This is an optimization exercise on Yosys and OpenROAD, whose aim is small area, a short achievable clock period and few clock cycles, not a production implementation.
The RTL was checked by simulation tests, not by an equivalence proof against the original design.

## red
==> flow/design.v (excerpt) <==
module steganography (
    input         sys_clk,
    input         reset,
    input         start,
    input         mode,
    input  [31:0] message_size,
    output        done,
    output [31:0] image_addra,
    input  [31:0] image_rddataa,
    output [31:0] secret_addra,
    input  [31:0] secret_rddataa,
    output [31:0] image_wrdatab,
    output [3:0]  image_web,
    output [31:0] image_addrb,
    output [31:0] secret_wrdatab,
    output [3:0]  secret_web,
    output [31:0] secret_addrb
);
==> module steganography, before the edit <==
module steganography (
    input         sys_clk,
    input         reset,
    input         start,
    input         mode,
    input  [31:0] message_size,
    output        done,
    output [31:0] image_addra,
    input  [31:0] image_rddataa,
    output [31:0] secret_addra,
    input  [31:0] secret_rddataa,
    output [31:0] image_wrdatab,
    output [3:0]  image_web,
    output [31:0] image_addrb,
    output [31:0] secret_wrdatab,
    output [3:0]  secret_web,
    output [31:0] secret_addrb
);
    function [5:0] tlo;
        input [3:0] l;
        begin
            case (l)
                4'd0: tlo = 6'b000000;
                4'd1: tlo = 6'b000001;
                4'd2: tlo = 6'b000010;
                4'd3: tlo = 6'b000100;
                4'd4: tlo = 6'b000101;
                4'd5: tlo = 6'b000110;
                4'd6: tlo = 6'b001000;
                4'd7: tlo = 6'b001001;
                4'd8: tlo = 6'b001010;
                4'd9: tlo = 6'b010000;
                4'd10: tlo = 6'b010001;
                4'd11: tlo = 6'b010010;
                4'd12: tlo = 6'b010100;
                4'd13: tlo = 6'b010101;
                4'd14: tlo = 6'b010110;
                4'd15: tlo = 6'b011000;
                default: tlo = 6'b0;
            endcase
        end
    endfunction
    function [7:0] clamp;
        input [7:0] b;
        begin
            clamp = {b[7:1], b[0] ^ ((b == 8'd0) | (b == 8'd255))};
        end
    endfunction
    reg        started;
    reg        mode_r;
    reg        v1;                 
    reg        v2, v3, pv;         
    reg        wvi;                
    reg [3:0]  wvs;                
    reg        done_r;
    reg [16:0] ra;                 
    reg [13:0] G;                  
    reg [1:0]  Kl;                 
    reg [16:0] wa;                 
    reg [2:0]  p2;                 
    reg [2:0]  p3;                 
    always @(*) begin
        case (p2)
            3'd1:    Kl = 2'd1;
            3'd2:    Kl = 2'd2;
            3'd3:    Kl = 2'd2;
            3'd4:    Kl = 2'd3;
            default: Kl = 2'd0;
        endcase
    end
    wire hit = ({G, Kl} == message_size[15:0]);    
    wire ginc = v2 & (p2 == 3'd4);
    wire wr   = wvi | (wvs == 4'b1000);    
    always @(posedge sys_clk) begin
        if (reset) begin
            started <= 1'b0;
            v1      <= 1'b0;
            v2      <= 1'b0;
            v3      <= 1'b0;
            pv      <= 1'b0;
            wvi     <= 1'b0;
            wvs     <= 4'd0;
            done_r  <= 1'b0;
            ra      <= 17'd0;
        end else begin
            started <= started | start;
            v1      <= ~started & start;
            ra      <= started ? ra + 17'd1 : {16'd0, start};
            v2      <= v1 | (v2 & ~hit);
            v3      <= v2;
            pv      <= v3;
            wvi     <= ~mode_r & pv;
            case (p3)
                3'd1:    wvs <= {4{mode_r & v3}};
                3'd2:    wvs <= {2'b00, mode_r & v3, 1'b0};
                3'd4:    wvs <= {1'b0, mode_r & v3, 2'b00};
                3'd5:    wvs <= {mode_r & v3, 3'b000};
                default: wvs <= 4'd0;
            endcase
            done_r  <= done_r | (wvi & ~pv) | ((|wvs) & ~v3);
        end
    end
    always @(posedge sys_clk)
        G <= {14{started}} & (G + {13'd0, ginc});
    always @(posedge sys_clk)
        wa <= {17{started}} & (wa + {16'd0, wr});
    always @(posedge sys_clk)
        p2 <= ~started ? 3'd5 : (p2 == 3'd5) ? 3'd0 : p2 + 3'd1;
    always @(posedge sys_clk)
        mode_r <= mode;
    always @(*) begin
        case (p2)
            3'd0:    p3 = 3'd5;
            3'd1:    p3 = 3'd0;
            3'd2:    p3 = 3'd1;
            3'd3:    p3 = 3'd2;
            3'd4:    p3 = 3'd3;
            default: p3 = 3'd4;
        endcase
    end
    reg [31:0] d1;
    always @(posedge sys_clk) begin
        if (mode_r)
            d1 <= image_rddataa;
        else
            d1 <= {clamp(image_rddataa[31:24]), clamp(image_rddataa[23:16]),
                   clamp(image_rddataa[15:8]),  clamp(image_rddataa[7:0])};
    end
    wire [5:0] r0, r1, r2, r3;     
    g_tr27 u_r0 (.b(d1[7:0]),   .r(r0));
    g_tr27 u_r1 (.b(d1[15:8]),  .r(r1));
    g_tr27 u_r2 (.b(d1[23:16]), .r(r2));
    g_tr27 u_r3 (.b(d1[31:24]), .r(r3));
    reg  [5:0] carry;              
    wire [5:0] fA2, fB2, cn2;
    g_s2mix u_s2 (.r0(r0), .r1(r1), .r2(r2), .r3(r3), .carry(carry), .p(p2),
                  .fA(fA2), .fB(fB2), .cn(cn2));
    reg  [5:0] fA, fB;             
    reg  [31:0] d2;
    reg  [4:0] nA, nB;             
    reg  [3:0] sA;                 
    always @(*) begin
        case (p2)
            3'd0:    sA = secret_rddataa[7:4];
            3'd1:    sA = secret_rddataa[3:0];
            3'd2:    sA = secret_rddataa[15:12];
            3'd3:    sA = secret_rddataa[23:20];
            3'd4:    sA = secret_rddataa[19:16];
            default: sA = secret_rddataa[31:28];
        endcase
    end
    wire [3:0] sB = (p2 == 3'd2) ? secret_rddataa[11:8] : secret_rddataa[27:24];
    wire [5:0] tnA = tlo(sA);
    wire [5:0] tnB = tlo(sB);
    always @(posedge sys_clk) begin
        fA <= fA2;
        fB <= fB2;
        carry <= cn2;
        d2 <= d1;
        nA <= {tnA[4], tnA[3:0]};
        nB <= {tnB[4], tnB[3:0]};
    end
    reg [31:0] pw;                 
    reg [7:0]  pt;                 
    wire [31:0] emb;               
    wire [7:0]  ptn;               
    wire [3:0]  xA3, xB3;          
    g_s3 u_s3 (.nA(nA), .nB(nB), .fA(fA), .fB(fB), .p(p3), .pw(pw), .pt(pt),
               .v3(v3), .emb(emb), .ptn(ptn), .xA(xA3), .xB(xB3));
    reg  [31:0] wrdata;
    wire        xph14 = (p3 == 3'd1) | (p3 == 3'd4);
    wire [7:0]  xb    = xph14 ? {wrdata[7:4], xA3} : {xA3, xB3};
    wire [31:0] ext   = (p3 == 3'd1) ? {24'd0, xb} : {4{xb}};
    always @(posedge sys_clk) begin
        pw <= d2;
        pt <= ptn;
        wrdata <= mode_r ? ext : emb;
    end
    assign done           = done_r;
    assign image_addra    = {13'd0, ra, 2'b00};
    assign secret_addra   = {16'd0, G, 2'b00};
    assign image_addrb    = {13'd0, wa, 2'b00};
    assign secret_addrb   = {13'd0, wa, 2'b00};
    assign image_wrdatab  = wrdata;
    assign secret_wrdatab = wrdata;
    assign image_web      = {4{wvi}};
    assign secret_web     = wvs;
endmodule
Settings: LEC_CHECK=0, ABC_AREA=1, CAP_MARGIN=20, CORE_MARGIN=2, CORE_UTILIZATION=40, SLEW_MARGIN=20; clock period 16.0 ns.
standard.sh (not shown) runs the stock make flow with config.mk's settings and CLKGATE_MAP_FILE= SYNTH_SCRIPT=/design/flow/synth_recipe.tcl, a recipe that flattens the netlist after the stock synthesis.
==> flow/flow/run.sh <==
#!/bin/bash
# Own flow: the standard synthesis; then the synthesized logic (not the
# registers, which keep their names and cells) is mapped again with ABC for
# area; then the standard layout, with buf_1 cells as the port buffers.
# Each tool's output goes to a log file here.
set -euo pipefail
W=$(pwd)
F=$W/flow
R=$W/orfs/results/$FLOW_PLATFORM/steganography/base
LIB=$FLOW_HOME/platforms/sky130hd/lib/sky130_fd_sc_hd__tt_025C_1v80.lib
export BUFFER_PORTS_ARGS="-buffer_cell sky130_fd_sc_hd__buf_1"
export SETUP_SLACK_MARGIN=11.6
export CTS_ARGS="-sink_clustering_enable -repair_clock_nets -buf_list {sky130_fd_sc_hd__clkbuf_8 sky130_fd_sc_hd__clkbuf_16} -root_buf sky130_fd_sc_hd__clkbuf_16 -sink_clustering_size 24 -sink_clustering_max_diameter 120 -dont_use_dummy_load"

# 1. standard synthesis
bash standard.sh synth > synth.log 2>&1
cp $R/1_2_yosys.v synth_standard.v

# 2. logic re-mapping
yosys -q -l cells.log -p "read_liberty -ignore_miss_func -ignore_miss_dir $LIB; write_verilog -noattr cells_all.v"
python3 $F/mkmap.py cells_all.v comb_map.v
DU=""
for c in $(cat $F/dont_use.txt); do DU="$DU -dont_use $c"; done
printf 'strash\n&get -n\n&deepsyn -T %s\n&put\ndch -f\n&get -n\n&nf -R 1000\n&put\ntopo\nstime -c\n' "${DEEPSYN_T:-120}" > remap.abc
yosys -l remap.log -p "
read_liberty -lib $LIB
read_verilog synth_standard.v
hierarchy -top $FLOW_TOP
techmap -map comb_map.v
techmap
opt -fast
abc -script $W/remap.abc -liberty $LIB $DU
opt_clean -purge
hilomap -singleton -hicell sky130_fd_sc_hd__conb_1 HI -locell sky130_fd_sc_hd__conb_1 LO
insbuf -buf sky130_fd_sc_hd__buf_4 A X
write_verilog -noattr -noexpr -nohex -nodec $W/remapped.v
stat -liberty $LIB
" > /dev/null
cp remapped.v $R/1_2_yosys.v

# 3. standard layout from the re-mapped netlist
bash standard.sh > layout.log 2>&1
Other scripts of this flow, unchanged in this note and not shown: flow/flow/dont_use.txt, flow/flow/mkmap.py
Testbench counts of red, summed over its fixed seeds: cycles 9,323.
Setup changes, red to blue
--- a/flow/design.v
+++ b/flow/design.v
@@ -1660,8 +1660,7 @@
     reg        mode_r;
     reg        v1;                 
     reg        v2, v3, pv;         
-    reg        wvi;                
-    reg [3:0]  wvs;                
+    reg        wvi, wvs;           
     reg        done_r;
     reg [16:0] ra;                 
     reg [13:0] G;                  
@@ -1680,7 +1679,7 @@
     end
     wire hit = ({G, Kl} == message_size[15:0]);    
     wire ginc = v2 & (p2 == 3'd4);
-    wire wr   = wvi | (wvs == 4'b1000);    
+    wire wr   = wvi | wvs;
     always @(posedge sys_clk) begin
         if (reset) begin
             started <= 1'b0;
@@ -1689,30 +1688,24 @@
             v3      <= 1'b0;
             pv      <= 1'b0;
             wvi     <= 1'b0;
-            wvs     <= 4'd0;
+            wvs     <= 1'b0;
             done_r  <= 1'b0;
             ra      <= 17'd0;
+            G       <= 14'd0;
         end else begin
             started <= started | start;
             v1      <= ~started & start;
             ra      <= started ? ra + 17'd1 : {16'd0, start};
+            G       <= G + {13'd0, ginc};
             v2      <= v1 | (v2 & ~hit);
             v3      <= v2;
             pv      <= v3;
             wvi     <= ~mode_r & pv;
-            case (p3)
-                3'd1:    wvs <= {4{mode_r & v3}};
-                3'd2:    wvs <= {2'b00, mode_r & v3, 1'b0};
-                3'd4:    wvs <= {1'b0, mode_r & v3, 2'b00};
-                3'd5:    wvs <= {mode_r & v3, 3'b000};
-                default: wvs <= 4'd0;
-            endcase
-            done_r  <= done_r | (wvi & ~pv) | ((|wvs) & ~v3);
+            wvs     <= mode_r & v3 & ((p3 == 3'd5) | ~v2);
+            done_r  <= done_r | (wvi & ~pv) | (wvs & ~v3);
         end
     end
     always @(posedge sys_clk)
-        G <= {14{started}} & (G + {13'd0, ginc});
-    always @(posedge sys_clk)
         wa <= {17{started}} & (wa + {16'd0, wr});
     always @(posedge sys_clk)
         p2 <= ~started ? 3'd5 : (p2 == 3'd5) ? 3'd0 : p2 + 3'd1;
@@ -1777,14 +1770,28 @@
     wire [3:0]  xA3, xB3;          
     g_s3 u_s3 (.nA(nA), .nB(nB), .fA(fA), .fB(fB), .p(p3), .pw(pw), .pt(pt),
                .v3(v3), .emb(emb), .ptn(ptn), .xA(xA3), .xB(xB3));
-    reg  [31:0] wrdata;
-    wire        xph14 = (p3 == 3'd1) | (p3 == 3'd4);
-    wire [7:0]  xb    = xph14 ? {wrdata[7:4], xA3} : {xA3, xB3};
-    wire [31:0] ext   = (p3 == 3'd1) ? {24'd0, xb} : {4{xb}};
+    reg [31:0] wrdata;
     always @(posedge sys_clk) begin
         pw <= d2;
         pt <= ptn;
-        wrdata <= mode_r ? ext : emb;
+        if (!mode_r)
+            wrdata <= emb;
+        else if (v3) begin
+            case (p3)
+                3'd0: wrdata <= {24'd0, xA3, 4'd0};
+                3'd1: wrdata[3:0] <= xA3;
+                3'd2: begin
+                    wrdata[15:12] <= xA3;
+                    wrdata[11:8]  <= xB3;
+                end
+                3'd3: wrdata[23:20] <= xA3;
+                3'd4: wrdata[19:16] <= xA3;
+                default: begin
+                    wrdata[31:28] <= xA3;
+                    wrdata[27:24] <= xB3;
+                end
+            endcase
+        end
     end
     assign done           = done_r;
     assign image_addra    = {13'd0, ra, 2'b00};
@@ -1794,5 +1801,5 @@
     assign image_wrdatab  = wrdata;
     assign secret_wrdatab = wrdata;
     assign image_web      = {4{wvi}};
-    assign secret_web     = wvs;
+    assign secret_web     = {4{wvs}};
 endmodule
==> comparison <==
Comparing the two runs side by side, blue comes out behind red on first-iteration DRC count. Re number of I/O pins: no difference whatsoever between red and blue. blue vs. red: worst path setup slack after routing lower, maximum clock frequency lost 0.76%. Re total global-route track usage: red was lower than blue. Via count: blue vs red — no meaningful difference. Re worst slew margin relative to its limit: red was lower than blue. Higher via count of the first global-routing pass among blue and red: blue.
Testbench counts of blue, summed over its fixed seeds: cycles 9,323.

-- re-timing with driven ports --
How much do the figures lean on ideal ports? The routed layouts below were timed once more, with nothing changed but the port constraints.
Step 1 assumes that a clkbuf_16 drives the clock port and a buf_2 every other input.
Step 2 moves the port delays by t, midway between the first and last clock arrival at a register: inputs arrive t later, outputs are due t later. That takes back most of the time a late clock gives input paths.
Three values: no drivers, after step 1, after step 2; two values: the first two.
run | shift t [ns] | setup WS [ns] | worst setup path after step 2 | worst data-port slew with drivers (ns) | pins driven straight from the clock port
red | 0.514 | 11.690 / 11.639 / 11.275 | input to register | 0.04 | 1
blue | 0.512 | 11.657 / 11.604 / 11.248 | input to register | 0.05 | 1
After both steps every run listed still meets setup and hold. For red, which loses most, drivers alone change the setup slack by -0.051 ns; drivers and shift together by -0.415 ns.
